Background: an optimization exercise with open tools, aiming at small area, a short achievable clock period and few clock cycles. Do not read the settings as production practice. RTL that was checked went through simulation tests only; none was proved equivalent to the original. Function not checked in runs 1 to 4: the RTL went through the layout flow alone. The flow treats the clock pin as an ideal source, which a real chip does not have.

[flow/config.mk]
export PLATFORM = sky130hd
export DESIGN_NAME = RISC_V
export DESIGN_NICKNAME = RISC_V
export VERILOG_FILES = /design/flow/design.v
export SDC_FILE = /design/flow/constraint.sdc
export NUM_CORES = 4
export LEC_CHECK = 0
export ABC_AREA = 1
export CAP_MARGIN = 20
export CORE_MARGIN = 2
export CORE_UTILIZATION = 40
export SETUP_SLACK_MARGIN = 4
export SLEW_MARGIN = 20
[flow/constraint.sdc]
create_clock -name core_clock -period 8.0 [get_ports {clk}]
set_input_delay 1.6000 -clock core_clock [delete_from_list [all_inputs] [get_ports {clk}]]
set_output_delay 1.6000 -clock core_clock [all_outputs]
set_load 0.01 [all_outputs]
[flow/design.v]
`timescale 1ns/1ps
module RISC_V(clk, rst, mem_addr, mem_wdata, mem_we, mem_rdata);
    input clk, rst;
    input  [15:0] mem_rdata;
    output [15:0] mem_addr;
    output [15:0] mem_wdata;
    output        mem_we;
    reg  [15:1] fa;         
    reg  [15:0] ir;         
    reg  [7:0]  sa, sb;     
    reg         iv;         
    reg         mem;        
    reg  [15:0] ea;         
    reg  [2:0]  mrd;        
    reg         mst;        
    reg  [15:0] rf [0:7];
    integer k;
    wire [15:0] w      = mem_rdata;
    wire        w_jump = (w[14:12] == 3'b100);
    wire        w_pt   = (w[14:12] == 3'b011) & w[15];   
    wire [15:1] inc    = w_jump ? {{4{w[15]}}, w[11:1]} :
                         w_pt   ? {{12{w[15]}}, w[9], w[2:1]} : 15'd1;
    wire [15:1] fnext  = fa + inc;
    wire [2:0] op  = ir[14:12];
    wire [2:0] f3  = ir[2:0];
    wire       exv = iv & ~mem;
    wire is_r  = (op == 3'b000);
    wire is_l  = (op == 3'b001);
    wire is_s  = (op == 3'b010);
    wire is_b  = (op == 3'b011);
    wire is_i  = (op == 3'b101);
    reg [15:0] a, b;
    always @(*) begin
        a = 16'd0;
        b = 16'd0;
        for (k = 0; k < 8; k = k + 1) begin
            a = a | ({16{sa[k]}} & rf[k]);
            b = b | ({16{sb[k]}} & rf[k]);
        end
    end
    wire [15:0] immI = {{10{ir[15]}}, ir[8:6], ir[2:0]};
    wire [15:0] immS = {{10{ir[15]}}, ir[5:0]};
    wire        sub  = is_b | (is_r & ~f3[2] & (f3[1] | f3[0]));
    wire [15:0] op2  = (is_r | is_b) ? b : (is_s ? immS : immI);
    wire [15:0] sx   = {16{sub}};
    wire [15:0] sum  = sx ^ ((a ^ sx) + op2);
    wire        lt   = (a[15] ^ b[15]) ? a[15] : sum[15];
    wire        eq   = (a == b);
    reg [15:0] res;
    always @(*) begin
        if (is_r & (f3 == 3'b111))      res = a & b;
        else if (is_r & (f3 == 3'b110)) res = a | b;
        else if (is_r & (f3 == 3'b010)) res = {15'd0, lt};
        else                            res = sum;
    end
    wire [4:0]  bimm  = {ir[15], ir[15], ir[9], ir[2:1]};         
    wire [4:0]  boff  = ir[15] ? (5'd1 - bimm) : (bimm - 5'd1);
    wire [15:1] alt   = fa + {{10{boff[4]}}, boff};
    wire taken    = ir[11] ? lt : (eq ^ ir[10]);
    wire redirect = exv & is_b & (taken ^ ir[15]);
    wire        ex_we = exv & (is_r | is_i);
    wire        wen   = mem ? ~mst : ex_we;
    wire [2:0]  wa    = mem ? mrd : ir[11:9];
    wire [15:0] wd    = mem ? mem_rdata : res;
    always @(posedge clk)
        if (wen) rf[wa] <= wd;
    always @(posedge clk or posedge rst) begin
        if (rst) begin
            fa  <= 15'd0;
            iv  <= 1'b0;
            mem <= 1'b0;
        end else begin
            mem <= exv & (is_l | is_s);
            if (~mem) begin
                fa <= ({15{redirect}} & alt) | ({15{~redirect}} & fnext);
                iv <= ~redirect;
            end
        end
    end
    wire keep_b = mem | (exv & is_s);
    always @(posedge clk) begin
        if (~mem)
            ir <= w;
        for (k = 0; k < 8; k = k + 1) begin
            sa[k] <= mem ? (ir[5:3] == k) : (w[5:3] == k);
            sb[k] <= keep_b ? (ir[8:6] == k) : (w[8:6] == k);
        end
        ea  <= sum;
        mrd <= ir[11:9];
        mst <= is_s;
    end
    assign mem_addr  = mem ? ea : {fa, 1'b0};
    assign mem_wdata = b;
    assign mem_we    = mem & mst;
endmodule
[flow/run.sh]
#!/bin/bash
# synth_recipe.tcl (not shown) runs the flow's synth.tcl, then flattens the netlist and writes it again
# the make line also repeats each setting of config.mk as NAME=value (left out here)
make -C /OpenROAD-flow-scripts/flow DESIGN_CONFIG=/design/flow/config.mk WORK_HOME=/design/flow/orfs CLKGATE_MAP_FILE= SYNTH_SCRIPT=/design/flow/synth_recipe.tcl finish
==> run notes, run 1 <==
* Status: timing/DRC/antenna clean
* Leading cell type in the layout, fill and taps excluded: nand2_1
* Die area at approximately 31,000 um^2
* CTS Buffer Depth at 2
* Clk_skew at between 0.015 and 0.02 ns
* Final core utilization at 47.7%
* Fillcell total at 2,803
* Post-DP HPWL at 26,400 um
* Die Y-Extent at 177 um
* Cell Chain, Critical Path: clkinvlp_4, buf_4, o22ai_1, nor4_2, inv_1, clkdlybuf4s50_1
* Number of buffers created by CTS at 17
* RSZ-0062 raised after global routing: true
* CTS Sinks at 197
* Sequential element share of the synthesized area at between 40% and 50%
* Rows at 63
* Via/cell ratio at roughly 5.4
* FF-to-FF path depth at 16
* ANT cells at 0
* Worst Tran Pin Value at 1.04 ns
* Synthesis Warnings at 1
* Pre-CTS setup slack at approximately 3.4 ns
* Synth area leaders: edfxtp_1, nand2_1, ha_1
* Most frequent cells in the layout: nand2_1, inv_1, edfxtp_1
* Req. time, crit path at 6.40 ns
* DR iter-0 viols at 868
* Clk slew on worst S/H paths at 0.09 ns
* CP Launch Type: register
* TritonCTS clock tree: yes
* Vias in the first global route at roughly 9.7k
* CTS H-tree depth at 4
* Syn_nets at 1,502
* DRT Wirelength at 37,400 um
* Cell variety after synth at 46
* Critical Path AT at approximately 2.4 ns
* Final Setup Violations at 0
* Largest net degree at the start of global routing at 67
* First-pass GRT wire length at 56,500 um
* GPL Wtd Cong at 0.873
* Hold-fix buffers, CTS at 0
* Number of synthesized flops with an enable pin at 144
* Fin Setup TNS at 0 ns
* Clk Latency, worst-skew pair at 0.47 ns
* Initial antenna violation count at 0
* Final Max Slew Viols at 0
* DIE WIDTH at 177 um
* Layout cells sized above 1 at 11.3%
* Layout area overhead at 17.9%
* Grt total ovfl at 0
* WHS Path Cells at 0
* Initial Util at 40.5%
* Post-synthesis async set-or-reset flop share at under 10%
* Final Hold Viols at 0
* Cells after Synth at 1,404
* Root buffer cell: clkbuf_16
* Period utilization at about half
* Max_cap viols at 0
* Cell taking the most area after synthesis: edfxtp_1
* Critical Path End Type: primary output
* Slowest cell on crit path: clkdlybuf4s50_1
* GRT Total Usage at 24.3%
* Seq cells post-synth at 197
* Avg Cell Area, Syn at approximately 8.5 um^2
* Routed len/inst at about 20 um
* Setup WS post-layout at 4.02 ns
* Post-route ant nets at 0
* Layout Nets at 1,558
* Vias at 10.0k
* Crit Path Max Fanout at 8
* Setup CP Type: reg -> out
* Placed cells at 1,811
* DRC viols at 0
* Slew margin rel. at between 20% and 30%
* Synth top area share at a little over a third
* Mapped Area at 12,000 um^2
* First-pass iteration count of the detailed router at 5
* Hold Path Class: reg -> reg
* Synth Flop Type: edfxtp_1
* Non-Filler Instances at 1,863
* Fin crit period at 3.98 ns
* Fmax achieved at 0.251 GHz
* Core Region at slightly below 30,000 um^2
* Top Ports at 51
* I/O Buffers at 50
* Largest stage delay, worst path at 0.56 ns
[worst max-delay path: cells and delay by family (launching register included)]
family / cells / cell delay [ns]
compound gates: 1 / 0.21
buf+inv: 4 / 1.19
simple gates: 1 / 0.09
flops: 1 / 0.42
[worst paths after layout]
check | endpoint | start | slack [ns]
worst min-delay path | mrd[0] | ir[9] | 0.42
worst max register to register | iv | sa[0] | 4.18
worst min register to register | mrd[0] | ir[9] | 0.42
max in group asynchronous | mem | rst | 5.80
min in group asynchronous | iv | rst | 1.61
worst max-delay path | mem_wdata[1] | sb[0] | 4.02
[synthesized netlist by cell type (2+ instances only)]
library cell,n
a21boi_0,6
a21o_1,2
a21oi_1,48
a221oi_1,6
a22o_1,22
a31oi_1,5
and2_1,2
buf_2,8
buf_6,3
clkbuf_1,28
clkinv_1,2
dfrtp_1,17
dfxtp_1,36
edfxtp_1,144
fa_1,3
ha_1,77
inv_1,213
inv_2,4
nand2_1,381
nand2_2,4
nand2_4,2
nand3_1,38
nand3_2,7
nand4_1,30
nor2_1,51
nor2_2,2
nor3_1,8
nor4_1,29
o2111ai_1,4
o211ai_1,14
o21ai_0,94
o21ai_1,3
o21ai_2,2
o22ai_1,26
or2_2,4
xnor2_1,40
xor2_1,30
[cell type report]
cell class / instances / area (um^2) / area share, %
clock buffers: 17 / 425 / 3.02
clock inverters: 15 / 194 / 1.38
inverters: 219 / 847 / 6.01
multi-input cells: 949 / 5910 / 41.9
flip-flops and latches: 197 / 5500 / 39.0
well taps: 390 / 488 / 3.46
repair buffers: 75 / 733 / 5.20
repair inverters: 1 / 7.51 / 0.0532
[sequential cells by signal (all words and copies together) (netlist names)]
signal  count
iv          1
mem         1
sa          8
rf        128
mrd         3
sb          8
fa         15
ir         16
ea         16
mst         1
[per-layer routing]
metal,routed length [um],track usage [%],share of wire [%],vias to the layer above
met2,17500,39.9,47,405
li1,-,-,-,4822
met1,15600,30.6,42,4695
met5,0,0,0,-
met4,2030,13.4,5.4,0
met3,2230,3.63,6.0,118
[cell families after synthesis]
family / share of synthesized area [%]
buffers and inverters: 8.46
adder cells (fa/ha/maj): 8.56
AO/OA/AOI/OAI: 11.9
AND/OR/NAND/NOR: 20.2
XOR/XNOR: 5.13
flip-flops: 45.7
[stage by stage]
stage	instance area [um^2]	hold slack (ns)
after floorplan	12000	0.365
after global placement	12800	0.383
after detailed placement	12800	0.393
after CTS	13800	0.421
after global routing	14100	0.434
final	14100	0.420
[repair_timing]
action                     4_1_cts  5_1_grt
pin swaps                        6        9
gates cloned                     1        2
setup endpoints to repair      141      128
resized for setup               64       59
buffers inserted                 6       11
==> run 2: changes to the inputs <==
--- a/flow/design.v
+++ b/flow/design.v
@@ -20,5 +20,10 @@
     wire        w_pt   = (w[14:12] == 3'b011) & w[15];   
-    wire [15:1] inc    = w_jump ? {{4{w[15]}}, w[11:1]} :
-                         w_pt   ? {{12{w[15]}}, w[9], w[2:1]} : 15'd1;
-    wire [15:1] fnext  = fa + inc;
+    wire [15:5] hp1    = fa[15:5] + 11'd1;
+    wire [15:5] hm1    = fa[15:5] - 11'd1;
+    wire [4:0]  lp1    = {1'b0, fa[4:1]} + 5'd1;
+    wire [15:1] fp1    = {lp1[4] ? hp1 : fa[15:5], lp1[3:0]};
+    wire [15:1] tj     = fa + {{4{w[15]}}, w[11:1]};
+    wire [4:0]  blo    = {1'b0, fa[4:1]} + {2'b01, w[9], w[2:1]};
+    wire [15:1] tb     = {blo[4] ? fa[15:5] : hm1, blo[3:0]};
+    wire [15:1] fnext  = w_jump ? tj : w_pt ? tb : fp1;
     wire [2:0] op  = ir[14:12];
@@ -57,3 +62,4 @@
     wire [4:0]  boff  = ir[15] ? (5'd1 - bimm) : (bimm - 5'd1);
-    wire [15:1] alt   = fa + {{10{boff[4]}}, boff};
+    wire [5:0]  alo   = {2'b00, fa[4:1]} + {boff[4], boff};
+    wire [15:1] alt   = {alo[5] ? hm1 : alo[4] ? hp1 : fa[15:5], alo[3:0]};
     wire taken    = ir[11] ? lt : (eq ^ ir[10]);
==> run notes, run 2 <==
* DRT Wirelength at 41,000 um
* RSZ-0062 raised after global routing: true
* Critical Path End Type: primary output
* First-pass iteration count of the detailed router at 5
* Setup CP Type: reg -> out
* Max_cap viols at 0
* Slew margin rel. at 28.4%
* Count leader, synth: nand2_1
* Reg2reg start: ir[12]
* Seq cells post-synth at 197
* Fin Setup TNS at 0 ns
* Layout area overhead at 16.7%
* I/O Buffers at 50
* Finished Cell Area at 14,400 um^2
* Cell variety after synth at 51
* Post-route ant nets at 0
* Fillcell total at 2,910
* Period utilization at 49.3%
* Syn_nets at 1,595
* Via/cell ratio at 5.63
* Synth area leaders: edfxtp_1, nand2_1, ha_1
* FF-to-FF path depth at 19
* Dpl cell area at 13,300 um^2
* TritonCTS clock tree: yes
* Largest net degree at the start of global routing at between 60 and 70
* DRC viols at 0
* Rows at 64
* Die Y-Extent at 180 um
* Synthesis Warnings at 1
* Multi-input logic area at 6220 um^2
* WHS Endpoint: mrd[0]
* CP Launch Type: register
* Critical Path AT at about 2.4 ns
* Clk_skew at roughly 0.018 ns
* Register area at between 5000 and 6000 um^2
* Clk slew on worst S/H paths at 0.08 ns
* Post-DP HPWL at 29,400 um
* GPL Wtd Cong at 0.986
* Vias at 11.1k
* Final Setup Violations at 0
* Synth cell count leaders: nand2_1, inv_1, edfxtp_1
* Layout Nets at around 1.7k
* CTS H-tree depth at 4
* Number of buffers created by CTS at 17
* DR iter-0 viols at 1,143
* Largest Register: rf
* Fmax achieved at 0.253 GHz
* Fin crit period at roughly 3.9 ns
* Synth Flop Type: edfxtp_1
* Cells after Synth at 1,503
* CTS Sinks at 197
* Final Max Slew Viols at 0
* Critical R2R Capture: rf[0][6]
* Mapped Area at 12,400 um^2
* Number of synthesized flops with an enable pin at 144
* Cell taking the most area after synthesis: edfxtp_1
* Initial Util at between 40% and 50%
* DIE WIDTH at 180 um
* Max reg flops at 128
* Vias in the first global route at between 10k and 15k
* Reg-to-reg setup timing slack at 4.16 ns
* Layout cells sized above 1 at 11.3%
* Synth top area share at between 30% and 40%
* Leading cell type in the layout, fill and taps excluded: nand2_1
* Routed len/inst at 20.8 um
* Grt total ovfl at 0
* GRT Total Usage at about a quarter
* Top flop regs: rf x128, ea x16, ir x16
* Root buffer cell: clkbuf_16
* Post-synthesis async set-or-reset flop share at 8.63%
* Avg Cell Area, Syn at 8.24 um^2
* Req. time, crit path at 6.40 ns
* Clk Latency, worst-skew pair at 0.45 ns
* First-pass GRT wire length at 62,700 um
* Most frequent cells in the layout: nand2_1, inv_1, edfxtp_1
* Final Hold Viols at 0
* Status: timing/DRC/antenna clean
* ANT cells at 0
* Crit Path Max Fanout at 10
* CTS Buffer Depth at 2
* Hold Path Class: reg -> reg
* Worst Tran Pin Value at about 1.1 ns
* Hold_sp: ir[9]
* Die area at 32,400 um^2
* Sequential element share of the synthesized area at 44.2%
* Core Region at 30,500 um^2
* WHS Path Cells at 0
* Top Ports at 51
* Worst Setup SP: sb[0]
* Initial antenna violation count at 0
==> run 2: cell types whose count changed in the layout (fill, tap and decap cells not counted), sizes merged, moves of 7 or more <==
cell,change
nand2,+40
xnor2,-25
nor2,+10
xor2,+24
buf,+13
o211ai,-8
a22o,-9
o311ai,+13
o21ai,+22
inv,+7
==> run 2: cell type report <==
cell class | instances | share of cell area [%]
multi-input cells | 1032 | 43.1
flip-flops and latches | 197 | 38.0
inverters | 228 | 6.04
repair buffers | 88 | 5.64
well taps | 396 | 3.43
clock buffers | 18 | 2.97
clock inverters | 13 | 0.797
==> run 2: kinds of logic (layout without fill, tap and decap cells) <==
| group | count (synthesis) | in the layout | synth area share (%) |
|---|---|---|---|
| AO/OA/AOI/OAI | 260 | 261 | 12.6 |
| XOR/XNOR | 69 | 69 | 4.88 |
| adder cells (fa/ha/maj) | 74 | 74 | 7.66 |
| buffers and inverters | 276 | 347 | 8.68 |
| flip-flops | 197 | 197 | 44.2 |
| AND/OR/NAND/NOR | 627 | 628 | 22.0 |
==> run 2: worst max path at each step <==
stage	endpoint	cells after the start	slack (ns)
floorplan	rf[0][12]	20	4.45
global placement	rf[1][6]	16	2.91
detailed placement	rf[1][6]	16	2.88
CTS	mem_wdata[12]	5	4.00
global route	rf[3][10]	21	3.96
finish	mem_wdata[7]	8	4.05
==> run 2: routing by layer <==
metal	global-route usage [%]	part of all wire, %
met1	33.4	41
met2	40.5	46
met3	4.56	9.3
met4	10.0	4.0
met5	0	0
==> run 2: what timing repair did <==
action,CTS,global route
hold buffers,0,0
gates cloned,1,1
pin swaps,9,17
setup endpoints to repair,164,147
endpoints found under the hold margin,0,0
buffers inserted,9,16
resized for setup,68,54
==> run 2: worst max-delay path, cell delays in order, from the launching register on <==
cell and delay (ns):
dfxtp_2 0.41, inv_6 0.14, o22ai_1 0.09, a21oi_1 0.12
o21ai_0 0.12, nor4_2 0.28, buf_4 0.18, inv_1 0.08
clkdlybuf4s50_1 0.50
==> run 2: metrics by stage <==
| stage | cells | utilization [%] | hold slack, ns | setup WS [ns] |
|---|---|---|---|---|
| 4_1_cts | 1955 | 46.3 | 0.427 | 4.00 |
| 2_1_floorplan | 1503 | - | 0.365 | 4.45 |
| 5_1_grt | 1972 | 47.4 | 0.441 | 3.96 |
| 6_report | 1972 | 47.4 | 0.431 | 4.05 |
| 3_5_place_dp | 1914 | 43.5 | 0.407 | 2.88 |
| 3_3_place_gp | 1914 | 43.5 | 0.409 | 2.91 |
==> run 3: changes to the inputs <==
--- a/flow/config.mk
+++ b/flow/config.mk
@@ -11,3 +11,3 @@
 export CORE_UTILIZATION = 40
-export SETUP_SLACK_MARGIN = 4
+export SETUP_SLACK_MARGIN = 4.5
 export SLEW_MARGIN = 20
==> run notes, run 3 <==
* Avg Cell Area, Syn at 8.24 um^2
* Critical Path AT at 4.02 ns
* Period utilization at 45.9%
* GRT Total Usage at 26.5%
* Max_cap viols at 0
* Root buffer cell: clkbuf_16
* DRC viols at 0
* Initial Util at 40.6%
* Die area at 32,400 um^2
* Post-DP HPWL at approximately 29,000 um
* Reg2reg start: sa[1]
* GR Util met1 at around 34%
* Slew margin rel. at 30.1%
* Seq cells post-synth at 197
* I/O Buffers at 50
* Register area at 5530 um^2
* Fmax achieved at 0.272 GHz
* Layout cells sized above 1 at 25.2%
* Synth top area share at 34.9%
* Fin crit period at approximately 3.7 ns
* Req. time, crit path at 8.35 ns
* First-pass iteration count of the detailed router at 6
* Vias in the first global route at 11.3k
* Grt total ovfl at 0
* DIE WIDTH at 180 um
* Cells after Synth at between 1.5k and 2k
* CP Launch Type: register
* Synthesis Warnings at 1
* Vias at 12.0k
* Synth Flop Type: edfxtp_1
* Mapped Area at 12,400 um^2
* Post-route ant nets at 0
* First-pass GRT wire length at 65,700 um
* Max reg flops at 128
* Crit Path Max Fanout at 13
* Via/cell ratio at 5.73
* Cell variety after synth at 51
* Layout area overhead at 32.4%
* GR Util met3 at between 4 and 5%
* Hold Path Class: reg -> reg
* Crit path buf inv count at 5
* Rows at 64
* Clk Latency, worst-skew pair at 0.46 ns
* RSZ-0062 raised after global routing: true
* Gr busiest metal: met2
* Fin Setup TNS at 0 ns
* Critical Path End Type: register
* Core Region at approximately 30,000 um^2
* Routed len/inst at 21.9 um
* TritonCTS clock tree: yes
* Initial antenna violation count at 0
* Syn_nets at between 1.5k and 2k
* Post-synthesis async set-or-reset flop share at approximately 8.6%
* CTS H-tree depth at 4
* Number of buffers created by CTS at 17
* Hold-fix buffers, CTS at 0
* GPL Wtd Cong at 0.898
* DRT Wirelength at 45,800 um
* Crit-path leading delay family: simple AND/OR/NAND/NOR gates
* CTS Buffer Depth at 2
* Cell Chain, Critical Path: inv_1, o21ai_0, nor4_4, buf_4, xor2_2, ha_1, nand3_1, nand2_2, nand2_1, nand2_2, nand2_1, nand2_2, inv_2, nand2_2, nand2_2, nand2_2, nand3_2, nand3_4, nand4_1, buf_4, buf_4, nand3_1, nand2_1
* Largest stage delay, worst path at 0.51 ns
* Worst Setup SP: sa[1]
* Largest net degree at the start of global routing at 35
* Final Setup Violations at 0
* ANT cells at 0
* Leading cell type in the layout, fill and taps excluded: nand2_1
* GRT met2 Usage at 42.1%
* Fillcell total at 2,694
* Most frequent cells in the layout: nand2_1, inv_1, edfxtp_1
* Number of synthesized flops with an enable pin at 144
* Clk slew on worst S/H paths at roughly 0.080 ns
* Synth area leaders: edfxtp_1, nand2_1, ha_1
* Slowest cell on crit path: dfxtp_4
* Final Max Slew Viols at 0
* Clk_skew at 0.0174 ns
* Most used cell, CP: nand2_2
* Largest Register: rf
* Top flop regs: rf x128, ea x16, ir x16
* CTS Sinks at about 200
* Count leader, synth: nand2_1
* Status: timing/DRC/antenna clean
* Die Y-Extent at about 180 um
* Top Ports at 51
* Final Hold Viols at 0
* Cell taking the most area after synthesis: edfxtp_1
* Setup CP Type: reg -> reg
* Layout Nets at 1,776
* Synth cell count leaders: nand2_1, inv_1, edfxtp_1
* Multi-input logic area at 6840 um^2
* Sequential element share of the synthesized area at between 40 and 50%
* DR iter-0 viols at 1,251
* Hold_sp: ir[9]
* Worst Tran Pin Value at 1.05 ns
## run 3: cell families after synthesis
kind of cell | Yosys count | synth area share, %
xor+xnor | 69 | 4.88
fa+ha+maj | 74 | 7.66
simple gates | 627 | 22.0
buf+inv | 276 | 8.68
flops | 197 | 44.2
compound gates | 260 | 12.6
## run 3: timing repair
| item | CTS | global route |
|---|---|---|
| resized for setup | 221 | 197 |
| cloned | 6 | 2 |
| endpoints found under the setup margin | 185 | 169 |
| pin swaps | 46 | 97 |
| buffers inserted | 68 | 67 |
## run 3: final timing paths
kind	end	slack [ns]	depth (start not counted)
min reg2reg	mrd[0]	0.42	0
max in group asynchronous	async pin	5.94	2
min	mrd[0]	0.42	0
max reg2reg	register	4.33	23
min in group asynchronous	fa[3]	1.56	2
max	register	4.33	23
## run 3: cell type report
| class | instances | area share [%] |
|---|---|---|
| clock inverter | 15 | 1.18 |
| timing repair inverter | 2 | 0.107 |
| multi-input combinational | 1033 | 41.7 |
| sequential | 197 | 33.7 |
| inverter | 228 | 5.65 |
| timing repair buffer | 205 | 12.0 |
| tap | 396 | 3.02 |
| clock buffer | 17 | 2.60 |
## run 3: routing by layer
metal / part of all wire, % / wire length (um)
met3: 8.9 / 4080
met2: 46 / 21000
met4: 5.8 / 2660
met5: 0 / 0
met1: 39 / 18100
## run 3: through the flow
step / hold WS (ns) / cells / util [%] / setup WS [ns] / instance area (um^2)
after global routing: 0.435 / 2093 / 53.7 / 4.20 / 16400
after global placement: 0.393 / 1918 / 43.5 / 2.97 / 13300
after CTS: 0.408 / 2024 / 49.7 / 4.34 / 15200
after detailed placement: 0.390 / 1918 / 43.5 / 2.99 / 13300
final: 0.420 / 2093 / 53.7 / 4.33 / 16400
after floorplan: 0.365 / 1503 / - / 4.50 / 12400
==> run 4: changes to the inputs <==
--- a/flow/config.mk
+++ b/flow/config.mk
@@ -11,3 +11,3 @@
 export CORE_UTILIZATION = 40
-export SETUP_SLACK_MARGIN = 4.5
+export SETUP_SLACK_MARGIN = 3.5
 export SLEW_MARGIN = 20
==> run notes, run 4 <==
* Status: timing/DRC/antenna clean
* Number of buffers created by CTS at 17
* Mapped Area at around 12,000 um^2
* GPL Wtd Cong at about 1
* Dpl cell area at 13,300 um^2
* Die Y-Extent at between 150 and 200 um
* I/O Buffers at 50
* Final Setup Violations at 0
* First-pass iteration count of the detailed router at 5
* Layout Nets at 1,635
* Worst Tran Pin Value at 1.05 ns
* Post-DP HPWL at just under 30,000 um
* Final Hold Viols at 0
* Most frequent cells in the layout: nand2_1, inv_1, edfxtp_1
* Critical Path AT at 2.76 ns
* Clk_skew at 0.0156 ns
* Number of synthesized flops with an enable pin at 144
* Via/cell ratio at about 5.6
* Largest Register: rf
* Fin crit period at 4.36 ns
* Root buffer cell: clkbuf_16
* Reg-to-reg setup timing slack at roughly 3.7 ns
* DIE WIDTH at 180 um
* Fin Hold WS at 0.433 ns
* Count leader, synth: nand2_1
* TritonCTS clock tree: yes
* Cell taking the most area after synthesis: edfxtp_1
* Initial antenna violation count at 0
* Finished Cell Area at 14,000 um^2
* Max_cap viols at 0
* DRC viols at 0
* Max reg flops at around 130
* Multi-input logic area at 5990 um^2
* Seq cells post-synth at 197
* Largest net degree at the start of global routing at 68
* Routed len/inst at 20.8 um
* Final core utilization at 45.9%
* Cell variety after synth at 51
* Hold Path Class: reg -> reg
* Fmax achieved at 0.229 GHz
* Top Ports at between 50 and 60
* Synth top area share at roughly a third
* Synth Flop Type: edfxtp_1
* RSZ-0062 raised after global routing: false
* Syn_nets at 1,595
* GRT Total Usage at 24.7%
* ANT cells at 0
* Top flop regs: rf x128, ea x16, ir x16
* Req. time, crit path at approximately 6.4 ns
* CTS Sinks at between 150 and 200
* Grt total ovfl at 0
* Non-Filler Instances at a little under 2k
* Synthesis Warnings at 1
* Die area at 32,400 um^2
* Synth cell count leaders: nand2_1, inv_1, edfxtp_1
* Rows at between 60 and 70
* Avg Cell Area, Syn at 8.24 um^2
* Layout cells sized above 1 at 7.46%
* Setup CP Type: reg -> out
* Hold-fix buffers, CTS at 0
* CTS H-tree depth at 4
* Slew margin rel. at 29.2%
* Leading cell type in the layout, fill and taps excluded: nand2_1
* Crit Path Max Fanout at 13
* Sequential element share of the synthesized area at between 40 and 50%
* Period utilization at 54.5%
* Final Max Slew Viols at 0
* CP Launch Type: register
* CTS Buffer Depth at 2
* Vias in the first global route at 10.4k
* First-pass GRT wire length at 61,600 um
* Cells after Synth at 1,503
* Vias at 10.9k
* Register area at approximately 5500 um^2
* Layout area overhead at 13.1%
* Clk Latency, worst-skew pair at about 0.45 ns
* Core Region at 30,500 um^2
* Post-synthesis async set-or-reset flop share at 8.63%
* Critical Path End Type: primary output
* Placed cells at 1,914
* DRT Wirelength at 40,500 um
* Clk slew on worst S/H paths at 0.08 ns
* Fin Setup TNS at 0 ns
* Initial Util at 40.6%
* Synth area leaders: edfxtp_1, nand2_1, ha_1
* Post-route ant nets at 0
* DR iter-0 viols at around 1.2k
* Fillcell total at between 2k and 3k
## run 4: metal layers
metal,track usage [%],part of all wire (%),vias up,routed length [um]
met3,4.13,8.5,89,3450
met4,9.27,3.7,0,1490
met2,39.9,46,566,18700
li1,-,-,5109,-
met1,33.4,42,5121,16900
met5,0,0,-,0
## run 4: what timing repair did
action                                  in CTS  in global routing
gates resized for setup                     19                 21
gates cloned                                 0                  1
pin swaps                                    1                  2
setup buffers                                1                  4
endpoints found under the setup margin     108                132
## run 4: stage by stage
stage	setup WS, ns
2_1_floorplan	4.45
3_3_place_gp	2.91
3_5_place_dp	2.88
4_1_cts	3.52
5_1_grt	3.52
6_report	3.64
## run 4: critical path, cell delays in order, from the launching register on
cell             delay [ns]
dfxtp_1                0.55
inv_1                  0.25
o22ai_1                0.11
a21oi_1                0.12
o21ai_0                0.12
nor4_2                 0.44
inv_1                  0.19
clkdlybuf4s50_1        0.54
## run 4: final cells by class
class	count	share of cell area, %
clock buffer	18	3.06
clock inverter	13	0.822
inverter	228	6.18
multi-input combinational	1031	42.8
sequential	197	39.1
tap	396	3.54
timing repair buffer	68	4.54
## run 4: final timing paths
kind,from,endpoint,depth (start not counted)
hold / removal,ir[9],mrd[0],0
setup / recovery,sb[1],mem_wdata[7],7
setup reg to reg,sa[6],rf[4][6],15
min in group asynchronous,rst,async pin,2
max in group asynchronous,rst,mem,2
hold reg to reg,ir[9],mrd[0],0
## run 4: cell families (layout without fill, tap and decap cells)
logic type      count (synthesis)  in the layout  share of synthesized area, %
flops                         197            197                          44.2
buf+inv                       276            327                          8.68
simple gates                  627            628                          22.0
compound gates                260            260                          12.6
xor+xnor                       69             69                          4.88
fa+ha+maj                      74             74                          7.66
==> run 5: changes to the inputs <==
--- a/flow/design.v
+++ b/flow/design.v
@@ -20,10 +20,5 @@
     wire        w_pt   = (w[14:12] == 3'b011) & w[15];   
-    wire [15:5] hp1    = fa[15:5] + 11'd1;
-    wire [15:5] hm1    = fa[15:5] - 11'd1;
-    wire [4:0]  lp1    = {1'b0, fa[4:1]} + 5'd1;
-    wire [15:1] fp1    = {lp1[4] ? hp1 : fa[15:5], lp1[3:0]};
-    wire [15:1] tj     = fa + {{4{w[15]}}, w[11:1]};
-    wire [4:0]  blo    = {1'b0, fa[4:1]} + {2'b01, w[9], w[2:1]};
-    wire [15:1] tb     = {blo[4] ? fa[15:5] : hm1, blo[3:0]};
-    wire [15:1] fnext  = w_jump ? tj : w_pt ? tb : fp1;
+    wire [15:1] inc    = w_jump ? {{4{w[15]}}, w[11:1]} :
+                         w_pt   ? {{12{w[15]}}, w[9], w[2:1]} : 15'd1;
+    wire [15:1] fnext  = fa + inc;
     wire [2:0] op  = ir[14:12];
@@ -48,5 +43,4 @@
     wire        sub  = is_b | (is_r & ~f3[2] & (f3[1] | f3[0]));
-    wire [15:0] op2  = (is_r | is_b) ? b : (is_s ? immS : immI);
-    wire [15:0] sx   = {16{sub}};
-    wire [15:0] sum  = sx ^ ((a ^ sx) + op2);
+    wire [15:0] op2  = (is_r | is_b) ? (sub ? ~b : b) : (is_s ? immS : immI);
+    wire [15:0] sum  = a + op2 + {15'd0, sub};
     wire        lt   = (a[15] ^ b[15]) ? a[15] : sum[15];
@@ -62,4 +56,3 @@
     wire [4:0]  boff  = ir[15] ? (5'd1 - bimm) : (bimm - 5'd1);
-    wire [5:0]  alo   = {2'b00, fa[4:1]} + {boff[4], boff};
-    wire [15:1] alt   = {alo[5] ? hm1 : alo[4] ? hp1 : fa[15:5], alo[3:0]};
+    wire [15:1] alt   = fa + {{10{boff[4]}}, boff};
     wire taken    = ir[11] ? lt : (eq ^ ir[10]);
==> flow/flow/run.sh (new file) <==
#!/bin/bash
# The standard layout, with plain buffers (sky130_fd_sc_hd__buf_2) on the
# ports instead of the delay-cell buffers buffer_ports picks by default, so
# that timing repair can size them. Full tool output goes to standard.log.
set -e
export BUFFER_PORTS_ARGS="-buffer_cell sky130_fd_sc_hd__buf_2"
bash standard.sh > standard.log 2>&1
==> flow/standard.sh (new file) <==
#!/bin/bash
# synth_recipe.tcl (not shown) runs the flow's synth.tcl, then flattens the netlist and writes it again
# the make line also repeats each setting of config.mk as NAME=value (left out here)
make -C /OpenROAD-flow-scripts/flow DESIGN_CONFIG=/design/flow/config.mk WORK_HOME=/design/flow/orfs CLKGATE_MAP_FILE= SYNTH_SCRIPT=/design/flow/synth_recipe.tcl "${@:-finish}"
--- a/flow/config.mk
+++ b/flow/config.mk
@@ -11,3 +11,3 @@
 export CORE_UTILIZATION = 40
-export SETUP_SLACK_MARGIN = 3.5
+export SETUP_SLACK_MARGIN = 4
 export SLEW_MARGIN = 20
removed: flow/run.sh
==> run notes, run 5 <==
* CTS Sinks at 197
* CP Launch Type: register
* Critical R2R Capture: rf[7][0]
* Layout area overhead at 16.5%
* Top flop regs: rf x128, ea x16, ir x16
* Crit Path Max Fanout at 8
* Pre-CTS setup slack at 3.01 ns
* Post-route ant nets at 0
* Placed cells at 1,823
* Mapped Area at roughly 12,000 um^2
* Die Y-Extent at roughly 180 um
* Max reg flops at 128
* Critical Path End Type: register
* DRC viols at 0
* GRT Total Usage at 24.3%
* GR Util met1 at 31.5%
* Synthesis Warnings at 1
* Post-DP HPWL at 26,300 um
* Non-Filler Instances at between 1.5k and 2k
* Setup CP Type: reg -> reg
* Post-synthesis async set-or-reset flop share at 8.63%
* Vias at 10.4k
* Largest net degree at the start of global routing at 84
* Hold Path Class: reg -> reg
* First-pass iteration count of the detailed router at 5
* TritonCTS clock tree: yes
* Routed len/inst at a little over 20 um
* Count leader, synth: nand2_1
* Cell variety after synth at 46
* First-pass GRT wire length at 57,000 um
* Synth area leaders: edfxtp_1, nand2_1, ha_1
* Reg2reg start: sb[0]
* Setup WS post-layout at slightly above 4 ns
* CTS H-tree depth at 4
* Reg-to-reg setup timing slack at 4.08 ns
* Final core utilization at between 40% and 50%
* Status: timing/DRC/antenna clean
* Number of synthesized flops with an enable pin at between 100 and 150
* DR iter-0 viols at 994
* Layout cells sized above 1 at 15.5%
* DIE WIDTH at 177 um
* Critical Path AT at around 4.0 ns
* Req. time, crit path at roughly 8 ns
* Fmax achieved at between 0.2 and 0.3 GHz
* Top Ports at 51
* Fin Setup TNS at 0 ns
* Synth Flop Type: edfxtp_1
* GRT met2 Usage at 39.9%
* Hold_sp: ir[10]
* Final Setup Violations at 0
* Rows at 63
* FF-to-FF path depth at 22
* I/O Buffers at 50
* Root buffer cell: clkbuf_16
* Clk_skew at 0.0106 ns
* Fillcell total at 2,853
* Seq cells post-synth at a little under 200
* DRT Wirelength at 37,900 um
* Gr busiest metal: met2
* Die area at 31,200 um^2
* Most frequent cells in the layout: nand2_1, inv_1, edfxtp_1
* Largest Register: rf
* Avg Cell Area, Syn at 8.37 um^2
* WHS Endpoint: mrd[1]
* Syn_nets at 1,521
* Worst Tran Pin Value at 1.03 ns
* Via/cell ratio at 5.50
* Fin crit period at 3.92 ns
* Synth top area share at 36.3%
* Grt total ovfl at 0
* Clk Latency, worst-skew pair at about 0.45 ns
* Core Region at 29,500 um^2
* CTS Buffer Depth at 2
* Cell taking the most area after synthesis: edfxtp_1
* Max_cap viols at 0
* Layout Nets at roughly 1.6k
* Initial Util at 40.4%
* WHS Path Cells at 0
* Vias in the first global route at approximately 9.8k
* Clk slew on worst S/H paths at 0.08 ns
* Final Max Slew Viols at 0
* Final Hold Viols at 0
* Leading cell type in the layout, fill and taps excluded: nand2_1
* GR Util met3 at 4.01%
* RSZ-0062 raised after global routing: true
* Number of buffers created by CTS at 17
* Synth cell count leaders: nand2_1, inv_1, edfxtp_1
* ANT cells at 0
* GPL Wtd Cong at 0.923
* Period utilization at between 40% and 50%
* Sequential element share of the synthesized area at around 46%
* Slew margin rel. at 30.8%
* Initial antenna violation count at 0
* Cells after Synth at between 1k and 1.5k
## run 5: through the flow
stage	area, um^2	hold slack (ns)
2_1_floorplan	11900	0.365
3_3_place_gp	12500	0.449
3_5_place_dp	12500	0.449
4_1_cts	13300	0.466
5_1_grt	13900	0.478
6_report	13900	0.458
## run 5: final cells by class
type	instances	area [um^2]	share of cell area, %
multi-input cells	947	5860	42.3
clock inverters	14	156	1.13
flip-flops and latches	197	5500	39.6
inverters	231	876	6.31
well taps	390	488	3.52
repair buffers	88	561	4.04
clock buffers	18	429	3.09
## run 5: repair_timing
action / CTS / global route
endpoints found under the hold margin: 0 / 0
gates cloned: 0 / 1
setup endpoints to repair: 147 / 104
hold buffers: 0 / 0
pin swaps: 9 / 24
gates resized for setup: 56 / 83
setup buffers: 8 / 21
## run 5: worst max-delay path: stages, from the launching register on
cell,delay (ns)
dfxtp_4,0.37
buf_4,0.17
inv_2,0.12
o21ai_0,0.14
nor4_2,0.52
inv_1,0.19
nand2_1,0.09
nand3_1,0.06
nand2_1,0.07
inv_1,0.05
ha_1,0.33
nand2_1,0.10
nor2_1,0.13
inv_1,0.08
o21bai_1,0.28
inv_1,0.07
nand2_1,0.10
nand3_1,0.08
nand3_1,0.11
nand4_1,0.09
o211ai_1,0.10
a21o_1,0.13
nand2_1,0.21
## run 5: cell families (layout without fill, tap and decap cells)
group,count (synthesis),count (layout),share of synthesized area [%]
AO/OA/AOI/OAI,219,219,11.5
buffers and inverters,280,351,9.11
adder cells (fa/ha/maj),80,80,8.66
AND/OR/NAND/NOR,602,603,21.5
flip-flops,197,197,46.0
XOR/XNOR,45,45,3.31
## run 5: per-layer routing
layer,part of all wire [%],vias to the layer above
li1,-,4857
met1,42,4939
met2,47,464
met3,7.1,104
met4,4.4,0
met5,0,-
## run 5: worst max path at each step
stage                        startpoint   endpoint  slack [ns]  cells past startpoint
after floorplan           mem_rdata[15]     fa[15]        4.01                     19
after CTS                        ir[12]  rf[4][14]        4.01                     19
after detailed placement          sb[6]  rf[0][10]        3.01                     19
final                             sb[0]   rf[7][0]        4.08                     22
after global placement            sb[6]  rf[3][14]        3.00                     20
after global routing      mem_rdata[15]     fa[14]        3.87                     22
Testbench counts of run 5, summed over its fixed seeds: cycles 40,390.
==> run 6: changes to the inputs <==
==> flow/flow/run.sh (replaced) <==
#!/bin/bash
# The standard layout, with plain buffers (sky130_fd_sc_hd__buf_1) on the
# ports instead of the delay-cell buffers buffer_ports picks by default, so
# that timing repair can size them. Full tool output goes to standard.log.
set -e
export BUFFER_PORTS_ARGS="-buffer_cell sky130_fd_sc_hd__buf_1"
bash standard.sh > standard.log 2>&1
==> run notes, run 6 <==
* Status: timing/DRC/antenna clean
* Post-DP HPWL at approximately 27,000 um
* FF-to-FF path depth at 18
* Avg Cell Area, Syn at 8.37 um^2
* Final core utilization at 46.9%
* First-pass GRT wire length at roughly 57,000 um
* Max_cap viols at 0
* Syn_nets at 1,521
* Die area at 31,200 um^2
* Fin Hold WS at 0.482 ns
* Multi-input logic area at 5820 um^2
* Synth Flop Type: edfxtp_1
* Fin crit period at 3.88 ns
* Post-synthesis async set-or-reset flop share at 8.63%
* Clk slew on worst S/H paths at 0.08 ns
* DRT Wirelength at 37,900 um
* Non-Filler Instances at 1,887
* Die Y-Extent at 177 um
* Routed len/inst at 20.1 um
* GPL Wtd Cong at 0.932
* Layout Nets at approximately 1.6k
* Max reg flops at 128
* Cells after Synth at 1,423
* DRC viols at 0
* Number of synthesized flops with an enable pin at 144
* Final Setup Violations at 0
* Critical Path AT at 4.09 ns
* Hold_sp: ir[10]
* Clk Latency, worst-skew pair at roughly 0.45 ns
* Fillcell total at approximately 2.9k
* Req. time, crit path at 8.22 ns
* WHS Path Cells at 0
* Synth cell count leaders: nand2_1, inv_1, edfxtp_1
* Placed cells at 1,825
* Fin Setup TNS at 0 ns
* Synth Area in Adders at 8.66%
* Leading cell type in the layout, fill and taps excluded: nand2_1
* DR iter-0 viols at 1,090
* Rows at 63
* CTS Sinks at 197
* Final Hold Viols at 0
* Initial Util at 40.4%
* Count leader, synth: nand2_1
* WHS Endpoint: mrd[1]
* Worst Tran Pin Value at 1.10 ns
* Mapped Area at approximately 12,000 um^2
* Slew margin rel. at 25.7%
* Register area at 5490 um^2
* Crit Path Max Fanout at 13
* Layout area overhead at 16.1%
* Top Ports at 51
* Final Max Slew Viols at 0
* Core Region at between 20,000 and 30,000 um^2
* Critical Path End Type: register
* Number of buffers created by CTS at 17
* I/O Buffers at 50
* Initial antenna violation count at 0
* Synth top area share at between 30% and 40%
* DIE WIDTH at 177 um
* Cell taking the most area after synthesis: edfxtp_1
* Mux share of post-synthesis cell area at 0%
* Grt total ovfl at 0
* Synthesis Warnings at 1
* Reg-to-reg setup timing slack at 4.12 ns
* First-pass iteration count of the detailed router at 5
* Dominant combinational cell family by area after synthesis: simple AND/OR/NAND/NOR gates
* Clk_skew at 0.0165 ns
* Worst Setup SP: sa[7]
* Seq cells post-synth at 197
* RSZ-0062 raised after global routing: true
* Largest net degree at the start of global routing at 53
* Synth Area in Simple Gates at 21.5%
* CTS H-tree depth at 4
* Synth area leaders: edfxtp_1, nand2_1, ha_1
* TritonCTS clock tree: yes
* Cell variety after synth at between 40 and 50
* Via/cell ratio at about 5.5
* Sequential element share of the synthesized area at a little under half
* Critical R2R Capture: rf[4][12]
* CP Launch Type: register
* Largest Register: rf
* Period utilization at 48.5%
* ANT cells at 0
* Hold Path Class: reg -> reg
* CTS Buffer Depth at 2
* Post-route ant nets at 0
* Top flop regs: rf x128, ea x16, ir x16
* Xor/xnor share of the synthesized area at under 10%
* Reg2reg start: sa[7]
* Fmax achieved at between 0.2 and 0.3 GHz
* GRT Total Usage at between 20% and 30%
* Layout cells sized above 1 at 11.8%
* Vias at 10.3k
* Vias in the first global route at 9,784
* Setup CP Type: reg -> reg
* Most frequent cells in the layout: nand2_1, inv_1, edfxtp_1
* Root buffer cell: clkbuf_16
* Complex-gate fraction of the synthesized area at 11.5%
-- run 6: changes by cell type in the layout (fill, tap and decap cells not counted), moves of 4 or more --
cell	change
a21oi_1	+4
a21oi_2	-4
buf_1	+47
buf_2	-50
o21ai_0	+4
-- run 6: worst max-delay path, stage by stage (launching register included) --
cell	delay [ns]
dfxtp_1	0.86
nand2_1	0.10
o2111ai_1	0.17
nor4_2	0.06
buf_4	0.15
fa_2	0.34
inv_1	0.10
fa_2	0.22
nand3_1	0.09
nand2_2	0.12
a21oi_4	0.08
o21ai_0	0.26
a21boi_0	0.20
o21ai_0	0.25
xor2_1	0.22
nand2_1	0.07
nand2_1	0.08
o211ai_1	0.09
o21ai_2	0.18
-- run 6: worst max path at each step --
stage	end	slack (ns)	cells past startpoint
global placement	rf[3][14]	2.95	20
detailed placement	rf[0][14]	2.99	20
global route	rf[6][13]	3.93	22
CTS	rf[6][14]	4.01	15
floorplan	fa[15]	4.01	19
finish	rf[4][12]	4.12	18
-- run 6: layer usage --
layer,vias up,share of wire [%],global-route usage (%)
met4,0,4.6,12.1
met2,486,47,39.8
met1,4913,41,31.3
met5,-,0,0
met3,94,7.0,3.96
li1,4855,-,-
-- run 6: logic make-up (layout without fill, tap and decap cells) --
group,count (synthesis),count (layout)
xor gates and xnor gates,45,45
AOI/OAI and AO/OA,219,219
and+or+nand+nor,602,602
buffers and inverters,280,354
adders and majority gates,80,80
DFF,197,197
-- run 6: per-stage QoR --
step,cell area [um^2],worst slack [ns]
floorplan,11900,4.01
global placement,12400,2.95
detailed placement,12400,2.99
CTS,13300,4.01
global route,13800,3.93
finish,13800,4.12
-- run 6: final cells by class --
cell class | count | share of cell area [%]
inverter | 231 | 6.37
multi-input combinational | 946 | 42.1
clock inverter | 15 | 1.29
tap | 390 | 3.53
sequential | 197 | 39.7
clock buffer | 17 | 3.08
timing repair buffer | 91 | 3.85
-- run 6: what timing repair did --
| action | in CTS | in global routing |
|---|---|---|
| setup endpoints to repair | 145 | 124 |
| resized for setup | 53 | 71 |
| hold buffers | 0 | 0 |
| pin swaps | 5 | 17 |
| setup buffers | 8 | 22 |
==> run 7: changes to the inputs <==
==> flow/flow/run.sh (replaced) <==
#!/bin/bash
# The standard layout with two changes: plain buffers on the ports
# (buffer_ports otherwise picks delay cells), and an area recovery pass after
# the post-CTS timing repair. Full tool output goes to standard.log.
set -e
export BUFFER_PORTS_ARGS="-buffer_cell sky130_fd_sc_hd__buf_1"
export POST_CTS_TCL=$PWD/flow/post_cts.tcl
bash standard.sh > standard.log 2>&1
==> flow/flow/post_cts.tcl (new file) <==
# Downsize cells on paths that keep their setup slack above the margin.
puts "post-CTS area recovery"
report_design_area
report_worst_slack -max
repair_timing -recover_power 100 -setup_margin $::env(SETUP_SLACK_MARGIN) -match_cell_footprint -verbose
report_design_area
report_worst_slack -max
detailed_placement
check_placement -verbose
==> run notes, run 7 <==
* Die area at 31,200 um^2
* Final core utilization at 46.9%
* Layout cells sized above 1 at between 10% and 20%
* DR iter-0 viols at 1,164
* Routed len/inst at 20.2 um
* Max_cap viols at 0
* Met3 routed WL at 2760 um
* Post-synthesis async set-or-reset flop share at 8.63%
* First-pass iteration count of the detailed router at 6
* Layout area overhead at 16.0%
* Setup CP Type: reg -> reg
* GPL Wtd Cong at 0.932
* Synthesis Warnings at 1
* Cells after Synth at 1,423
* Count leader, synth: nand2_1
* Cell variety after synth at 46
* Final Max Slew Viols at 0
* Final Setup Violations at 0
* DIE WIDTH at roughly 180 um
* Period utilization at 48.2%
* Synth Area in Simple Gates at 21.5%
* Metal-1 WL at 15,700 um
* Largest net degree at the start of global routing at 53
* Met2 wire length at 17,900 um
* GRT Total Usage at 24.4%
* Final Hold Viols at 0
* Avg Cell Area, Syn at 8.37 um^2
* First-pass GRT wire length at 57,100 um
* Rows at 63
* Fillcell total at 2,890
* Worst Tran Pin Value at 1.07 ns
* Post-route ant nets at 0
* Top Ports at 51
* Top flop regs: rf x128, ea x16, ir x16
* Clk_skew at roughly 0.016 ns
* CTS Sinks at 197
* DRC viols at 0
* Layout Nets at 1,585
* Sequential element share of the synthesized area at 46.0%
* Max layer used: met4
* Fin Setup TNS at 0 ns
* Seq cells post-synth at 197
* Fin crit period at 3.86 ns
* Initial antenna violation count at 0
* TritonCTS clock tree: yes
* Fmax achieved at 0.259 GHz
* I/O Buffers at 50
* Req. time, crit path at 8.20 ns
* Max reg flops at 128
* Clk slew on worst S/H paths at 0.09 ns
* Critical Path AT at slightly above 4 ns
* Synth cell count leaders: nand2_1, inv_1, edfxtp_1
* Cell taking the most area after synthesis: edfxtp_1
* Synth Area in Adders at 8.66%
* Syn_nets at about 1.5k
* Most frequent cells in the layout: nand2_1, inv_1, edfxtp_1
* Die Y-Extent at 177 um
* Clk Latency, worst-skew pair at 0.45 ns
* Synth Flop Type: edfxtp_1
* Initial Util at a little over 40%
* Synth top area share at a little over a third
* Core Region at 29,500 um^2
* Critical Path End Type: register
* Mapped Area at 11,900 um^2
* Leading cell type in the layout, fill and taps excluded: nand2_1
* Largest Register: rf
* ANT cells at 0
* Grt total ovfl at 0
* Xor/xnor share of the synthesized area at 3.31%
* Slew margin rel. at 27.8%
* Via/cell ratio at ~5.5
* Status: timing/DRC/antenna clean
* CP Launch Type: register
* Complex-gate fraction of the synthesized area at 11.5%
* Number of synthesized flops with an enable pin at roughly 140
* Synth area leaders: edfxtp_1, nand2_1, ha_1
* Vias in the first global route at 9,759
* DRT Wirelength at ~38,000 um
* Hold Path Class: reg -> reg
* Dominant combinational cell family by area after synthesis: simple AND/OR/NAND/NOR gates
* RSZ-0062 raised after global routing: false
* Vias at slightly above 10k
* Mux share of post-synthesis cell area at 0%
* Crit Path Max Fanout at 9
* Post-DP HPWL at ~27,000 um
-- run 7: area by class of cell --
class                      count  area [um^2]  share of cell area (%)
clock buffer                  17          425                    3.08
clock inverter                15          178                    1.29
inverter                     231          881                    6.38
tap                          390          488                    3.53
timing repair buffer          92          532                    3.85
timing repair inverter         1         5.00                  0.0362
sequential                   197         5490                    39.8
multi-input combinational    947         5810                    42.1
-- run 7: metrics by stage --
step           cell area, um^2  setup WS [ns]  std cells  hold slack, ns
2_1_floorplan            11900           4.01       1423           0.365
3_3_place_gp             12400           2.95       1825           0.461
3_5_place_dp             12400           2.99       1825           0.452
5_1_grt                  13800           3.94       1890           0.488
6_report                 13800           4.14       1890           0.487
-- run 7: worst paths after layout --
| kind | startpoint | end | slack [ns] | cells after the start |
|---|---|---|---|---|
| max | sa[6] | rf[6][14] | 4.14 | 16 |
| min | ir[9] | mrd[0] | 0.49 | 0 |
| max reg2reg | sa[6] | rf[6][14] | 4.14 | 16 |
| min reg2reg | ir[9] | mrd[0] | 0.49 | 0 |
| max in group asynchronous | rst | fa[10] | 6.24 | 2 |
| min in group asynchronous | rst | fa[14] | 1.27 | 2 |
-- run 7: worst max-delay path, stage by stage, from the launching register on --
cell	delay [ns]
dfxtp_2	0.42
clkinvlp_2	0.17
buf_4	0.21
o22ai_1	0.11
nor4_1	0.59
inv_1	0.19
ha_1	0.40
a21oi_1	0.23
o21ai_0	0.11
nand2_1	0.08
o2111ai_2	0.13
xor2_1	0.19
nand2_1	0.07
o211ai_1	0.10
o211ai_1	0.27
o21ai_1	0.16
buf_6	0.18
-- run 7: cells by family after synthesis --
logic type	count (synthesis)
simple gates	602
flops	197
xor+xnor	45
compound gates	219
fa+ha+maj	80
buf+inv	280
-- run 7: layer usage --
layer | global-route usage [%] | up-vias
met5 | 0 | -
met4 | 11.0 | 0
met3 | 3.81 | 109
met2 | 40.3 | 453
met1 | 31.4 | 4903
li1 | - | 4869
==> run 8: changes to the inputs <==
--- a/flow/config.mk
+++ b/flow/config.mk
@@ -11,3 +11,3 @@
 export CORE_UTILIZATION = 40
-export SETUP_SLACK_MARGIN = 4
+export SETUP_SLACK_MARGIN = 4.2
 export SLEW_MARGIN = 20
==> run notes, run 8 <==
* Status: timing/DRC/antenna clean
* Final Max Slew Viols at 0
* Final Setup Violations at 0
* First-pass GRT wire length at 54,800 um
* Most frequent cells in the layout: nand2_1, inv_1, edfxtp_1
* Initial antenna violation count at 0
* Synthesis Warnings at 1
* Max_cap viols at 0
* Initial Util at 40.4%
* Leading cell type in the layout, fill and taps excluded: nand2_1
* Clk_skew at 0.00805 ns
* CTS Sinks at 197
* Avg Cell Area, Syn at 8.37 um^2
* Fillcell total at 2,811
* DRT Wirelength at 37,100 um
* Mapped Area at 11,900 um^2
* Synth cell count leaders: nand2_1, inv_1, edfxtp_1
* Post-route ant nets at 0
* Clk slew on worst S/H paths at 0.07 ns
* Reg-to-reg setup timing slack at 4.31 ns
* Fmax achieved at roughly 0.27 GHz
* Layout Nets at ~1.6k
* Layout area overhead at 17.7%
* CP Launch Type: input port
* Cells after Synth at 1,423
* First-pass iteration count of the detailed router at 7
* Cell taking the most area after synthesis: edfxtp_1
* DRC viols at 0
* Fin Setup TNS at 0 ns
* Critical Path AT at 4.12 ns
* Period utilization at 46.8%
* Seq cells post-synth at 197
* Synth top area share at 36.3%
* Top flop regs: rf x128, ea x16, ir x16
* Layout cells sized above 1 at 13.9%
* TritonCTS clock tree: yes
* Post-DP HPWL at approximately 26,000 um
* Setup CP Type: in -> reg
* Via/cell ratio at between 5 and 6
* Top Ports at approximately 50
* Synth Flop Type: edfxtp_1
* Vias at ~10k
* Largest net degree at the start of global routing at 53
* I/O Buffers at 50
* Slew margin rel. at a little under a third
* Die area at slightly above 30,000 um^2
* GRT Total Usage at 23.5%
* Fin crit period at between 3 and 4 ns
* Rows at 63
* Worst Tran Pin Value at 1.04 ns
* Crit Path Max Fanout at 5
* GPL Wtd Cong at 0.892
* Count leader, synth: nand2_1
* RSZ-0062 raised after global routing: true
* Max reg flops at around 130
* Hold Path Class: reg -> reg
* Grt total ovfl at 0
* Post-synthesis async set-or-reset flop share at 8.63%
* Req. time, crit path at around 8.4 ns
* Critical Path End Type: register
* Sequential element share of the synthesized area at 46.0%
* DIE WIDTH at 177 um
* GRT met2 Usage at 39.1%
* Clk Latency, worst-skew pair at 0.44 ns
* Core Region at 29,500 um^2
* Final Hold Viols at 0
* GR Util met1 at 29.7%
* Vias in the first global route at 9,552
* Synth area leaders: edfxtp_1, nand2_1, ha_1
* Number of synthesized flops with an enable pin at about 140
* Routed len/inst at around 20 um
* ANT cells at 0
* Die Y-Extent at 177 um
* Syn_nets at approximately 1.5k
* Largest Register: rf
* DR iter-0 viols at 1,228
* GR Util met3 at 3.21%
* Gr busiest metal: met2
* Cell variety after synth at between 40 and 50
## run 8: through the flow
step | hold WS, ns | instance area (um^2) | setup slack, ns | util (%) | instances
after floorplan | 0.365 | 11900 | 4.18 | - | 1423
after global placement | 0.405 | 12500 | 3.29 | 42.3 | 1821
after global routing | 0.448 | 14000 | 4.08 | 47.5 | 1892
final | 0.428 | 14000 | 4.26 | 47.5 | 1892
after detailed placement | 0.410 | 12500 | 3.24 | 42.3 | 1821
## run 8: worst paths after layout
check	depth (start not counted)	from	endpoint
max in group asynchronous	2	rst	fa[6]
hold reg to reg	0	ir[9]	mrd[0]
min in group asynchronous	2	rst	fa[13]
hold / removal	0	ir[9]	mrd[0]
setup / recovery	21	mem_rdata[14]	fa[15]
setup reg to reg	20	ir[14]	rf[5][14]
## run 8: cell families after synthesis
family | Yosys count | synth area share [%]
buffers and inverters | 280 | 9.11
AO/OA/AOI/OAI | 219 | 11.5
flip-flops | 197 | 46.0
AND/OR/NAND/NOR | 602 | 21.5
XOR/XNOR | 45 | 3.31
adder cells (fa/ha/maj) | 80 | 8.66
## run 8: routing by layer
layer  vias to the layer above  wire [um]
li1                       4867          -
met1                      4810      14800
met2                       464      17900
met3                       108       2660
met4                         0       1790
met5                         -          0
## run 8: final cells by class
cell class                      instances  area (um^2)  share of cell area (%)
Clock buffer                           18          429                    3.06
Clock inverter                         13          115                   0.822
Inverter                              231          895                    6.39
Multi-Input combinational cell        947         5950                    42.5
Sequential cell                       197         5510                    39.3
Tap cell                              390          488                    3.48
Timing Repair Buffer                   94          604                    4.31
Timing Repair inverter                  2         15.0                   0.107
## run 8: worst max-delay path: stages
cell	delay, ns
buf_4	0.13
inv_4	0.06
nor3_4	0.18
buf_4	0.16
nor2_4	0.05
inv_2	0.11
nand2_2	0.07
ha_4	0.17
fa_2	0.37
nand3_2	0.08
nand2_2	0.07
nand4_1	0.09
nand3_2	0.12
a21boi_4	0.22
o21ai_2	0.09
a21oi_2	0.14
xor2_1	0.14
inv_1	0.05
nand2_1	0.06
nand3_1	0.07
nand2_1	0.08
==> run 9: changes to the inputs <==
==> flow/flow/run.sh (replaced) <==
#!/bin/bash
# The standard layout (standard.sh, unchanged synthesis) with plain
# buffers on the ports (buffer_ports otherwise picks delay cells) and area
# recovery passes between the timing repairs. Full tool output goes to
# standard.log.
set -e
export FLOW_FLOW_DIR=$PWD/flow
export BUFFER_PORTS_ARGS="-buffer_cell sky130_fd_sc_hd__buf_1"
export POST_CTS_TCL=$FLOW_FLOW_DIR/post_cts.tcl
export SKIP_CTS_REPAIR_TIMING=1
bash standard.sh > standard.log 2>&1
==> flow/flow/post_cts.tcl (replaced) <==
# After CTS and its timing repair: downsize cells for area (OpenROAD's
# power recovery), then legalize the placement again. The global-route
# timing repair that follows restores the setup margin.
puts "post-CTS area recovery"
report_design_area
report_worst_slack -max
repair_timing -recover_power 100 -match_cell_footprint -verbose
report_design_area
report_worst_slack -max
detailed_placement
check_placement -verbose
==> flow/flow/post_fp.tcl (new file) <==
# After the floorplan-stage timing repair: downsize cells for area again
# (OpenROAD's power recovery); placement and the later repairs follow.
puts "post-floorplan area recovery"
report_design_area
repair_timing -recover_power 100 -match_cell_footprint -verbose
report_design_area
==> run notes, run 9 <==
* Syn_nets at 1,521
* Slew margin rel. at 27.6%
* Period utilization at a little under half
* Cell Chain, Critical Path: clkbuf_4, inv_6, nor4_4, nor2_4, inv_2, nand2_1, ha_2, fa_2, nand3_2, nand2_2, nand4_1, nand3_2, a21boi_4, o21ai_2, a21oi_2, xor2_1, inv_1, nand2_1, nand3_1, nand2_1
* Largest Register: rf
* Crit Path Max Fanout at 5
* Die Y-Extent at 177 um
* Cell variety after synth at between 40 and 50
* Final core utilization at 47.4%
* Die area at 31,200 um^2
* Number of synthesized flops with an enable pin at 144
* Avg Cell Area, Syn at 8.37 um^2
* Synth Flop Type: edfxtp_1
* Largest net degree at the start of global routing at 53
* Cell taking the most area after synthesis: edfxtp_1
* Most frequent cells in the layout: nand2_1, inv_1, edfxtp_1
* Initial antenna violation count at 0
* CTS Sinks at 197
* Seq cells post-synth at 197
* First-pass GRT wire length at 54,000 um
* Vias at 10.2k
* Routed len/inst at 19.6 um
* Synth top area share at 36.3%
* Layout cells sized above 1 at 13.6%
* Worst Tran Pin Value at 1.08 ns
* Clk slew on worst S/H paths at 0.07 ns
* Core Region at 29,500 um^2
* Post-DP HPWL at 25,800 um
* Synth area leaders: edfxtp_1, nand2_1, ha_1
* Placed cells at 1,821
* Cells after Synth at 1,423
* First-pass iteration count of the detailed router at 6
* Top flop regs: rf x128, ea x16, ir x16
* Clk_skew at 0.00892 ns
* Post-synthesis async set-or-reset flop share at 8.63%
* Layout area overhead at 17.3%
* Rows at 63
* Initial Util at approximately two fifths
* Mapped Area at around 12,000 um^2
* Leading cell type in the layout, fill and taps excluded: nand2_1
* Largest stage delay, worst path at between 0.3 and 0.4 ns
* Critical Path End Type: register
* Sequential element share of the synthesized area at between 40% and 50%
* Fin crit period at between 3 and 4 ns
* Setup CP Type: in -> reg
* I/O Buffers at 50
* Max_cap viols at 0
* DR iter-0 viols at about 1.2k
* Synth cell count leaders: nand2_1, inv_1, edfxtp_1
* Hold Path Class: reg -> reg
* Count leader, synth: nand2_1
* Critical Path AT at 4.18 ns
* Post-route ant nets at 0
* Fmax achieved at approximately 0.26 GHz
* DRC viols at 0
* Synthesis Warnings at 1
* Clk Latency, worst-skew pair at around 0.45 ns
* ANT cells at 0
* GPL Wtd Cong at between 0.8 and 0.9
* Fin Setup TNS at 0 ns
* Final Hold Viols at 0
* Req. time, crit path at 8.38 ns
* Most used cell, CP: nand2_1
* Layout Nets at 1,587
* DIE WIDTH at 177 um
* Slowest cell on crit path: fa_2
* RSZ-0062 raised after global routing: true
* Vias in the first global route at 9,347
* Max reg flops at 128
* GRT Total Usage at 23.2%
* Top Ports at 51
* Fillcell total at 2,816
* CP Launch Type: input port
* DRT Wirelength at approximately 37,000 um
* Via/cell ratio at 5.42
* Status: timing/DRC/antenna clean
* Final Setup Violations at 0
* TritonCTS clock tree: yes
* Non-Filler Instances at 1,891
* Final Max Slew Viols at 0
* Grt total ovfl at 0
[run 9: area by class of cell]
| class | count | area (um^2) | share of cell area (%) |
|---|---|---|---|
| tap | 390 | 488 | 3.49 |
| sequential | 197 | 5510 | 39.4 |
| inverter | 231 | 900 | 6.44 |
| clock inverter | 13 | 115 | 0.824 |
| clock buffer | 18 | 429 | 3.07 |
| multi-input combinational | 948 | 5940 | 42.5 |
| timing repair buffer | 93 | 578 | 4.14 |
| timing repair inverter | 1 | 7.51 | 0.0538 |
[run 9: cell families after synthesis]
family / share of synthesized area [%]
flops: 46.0
fa+ha+maj: 8.66
compound gates: 11.5
xor+xnor: 3.31
simple gates: 21.5
buf+inv: 9.11
[run 9: worst max-delay path, delay by kind of cell]
family | cells | cell delay, ns
AO/OA/AOI/OAI | 3 | 0.47
XOR/XNOR | 1 | 0.15
adder cells (fa/ha/maj) | 2 | 0.57
buffers and inverters | 4 | 0.34
AND/OR/NAND/NOR | 10 | 1.06
[run 9: layer usage]
layer | up-vias | GRT usage (%) | part of all wire [%]
met5 | - | 0 | 0
met4 | 0 | 12.1 | 5.4
met3 | 132 | 3.06 | 7.1
met2 | 469 | 38.1 | 47
met1 | 4766 | 29.8 | 40
li1 | 4873 | - | -
[run 9: per-stage QoR]
step | area [um^2] | setup WS (ns) | hold slack, ns
3_5_place_dp | 12500 | 3.24 | 0.410
6_report | 14000 | 4.20 | 0.424
2_1_floorplan | 11900 | 4.18 | 0.365
3_3_place_gp | 12500 | 3.29 | 0.405
5_1_grt | 14000 | 4.02 | 0.448
[run 9: final timing paths]
kind	slack [ns]	start	depth (start not counted)	endpoint
hold reg to reg	0.42	ir[9]	0	mrd[0]
max in group asynchronous	6.23	rst	2	fa[3]
setup / recovery	4.20	mem_rdata[15]	20	fa[15]
hold / removal	0.42	ir[9]	0	mrd[0]
min in group asynchronous	1.27	rst	2	fa[8]
setup reg to reg	4.25	sa[0]	17	rf[4][12]

==> afterwards: timing with drivers on the ports <==
The flow's constraints put no driver on any port. The routed layouts listed below were extracted and timed again, unchanged, in two steps. Step 1: set_driving_cell puts a clkbuf_16 on clk and a buf_2 on each other input, an assumption about the parent block. Step 2 also shifts input and output timing later by t, the mid clock arrival at the registers, as if the neighbouring blocks saw the same clock. Slacks: ideal / step 1 / step 2; pairs: ideal / step 1.
run | t (ns) | slack for setup (ns) | hold WS [ns] | latest minus earliest clock arrival (ns)
run 1 | 0.512 | 4.022 / 3.969 / 3.789 | 0.420 / 0.420 / 0.420 | 0.017 / 0.017
run 2 | 0.489 | 4.055 / 4.005 / 3.743 | 0.431 / 0.431 / 0.431 | 0.017 / 0.017
run 3 | 0.505 | 4.326 / 4.326 / 4.013 | 0.420 / 0.420 / 0.420 | 0.017 / 0.018
run 4 | 0.492 | 3.637 / 3.588 / 3.305 | 0.433 / 0.433 / 0.433 | 0.016 / 0.015
run 5 | 0.492 | 4.085 / 4.085 / 3.660 | 0.458 / 0.458 / 0.458 | 0.010 / 0.010
run 6 | 0.489 | 4.123 / 4.123 / 3.740 | 0.482 / 0.482 / 0.482 | 0.017 / 0.017
run 7 | 0.488 | 4.142 / 4.142 / 3.759 | 0.487 / 0.487 / 0.487 | 0.016 / 0.016
run 8 | 0.489 | 4.257 / 4.275 / 3.786 | 0.428 / 0.428 / 0.428 | 0.008 / 0.008
run 9 | 0.491 | 4.198 / 4.223 / 3.732 | 0.424 / 0.424 / 0.424 | 0.009 / 0.009
After both steps setup and hold are still met in every run listed. The setup slack of run 8, which loses most, moves by +0.018 ns with the drivers and by -0.471 ns with both steps.
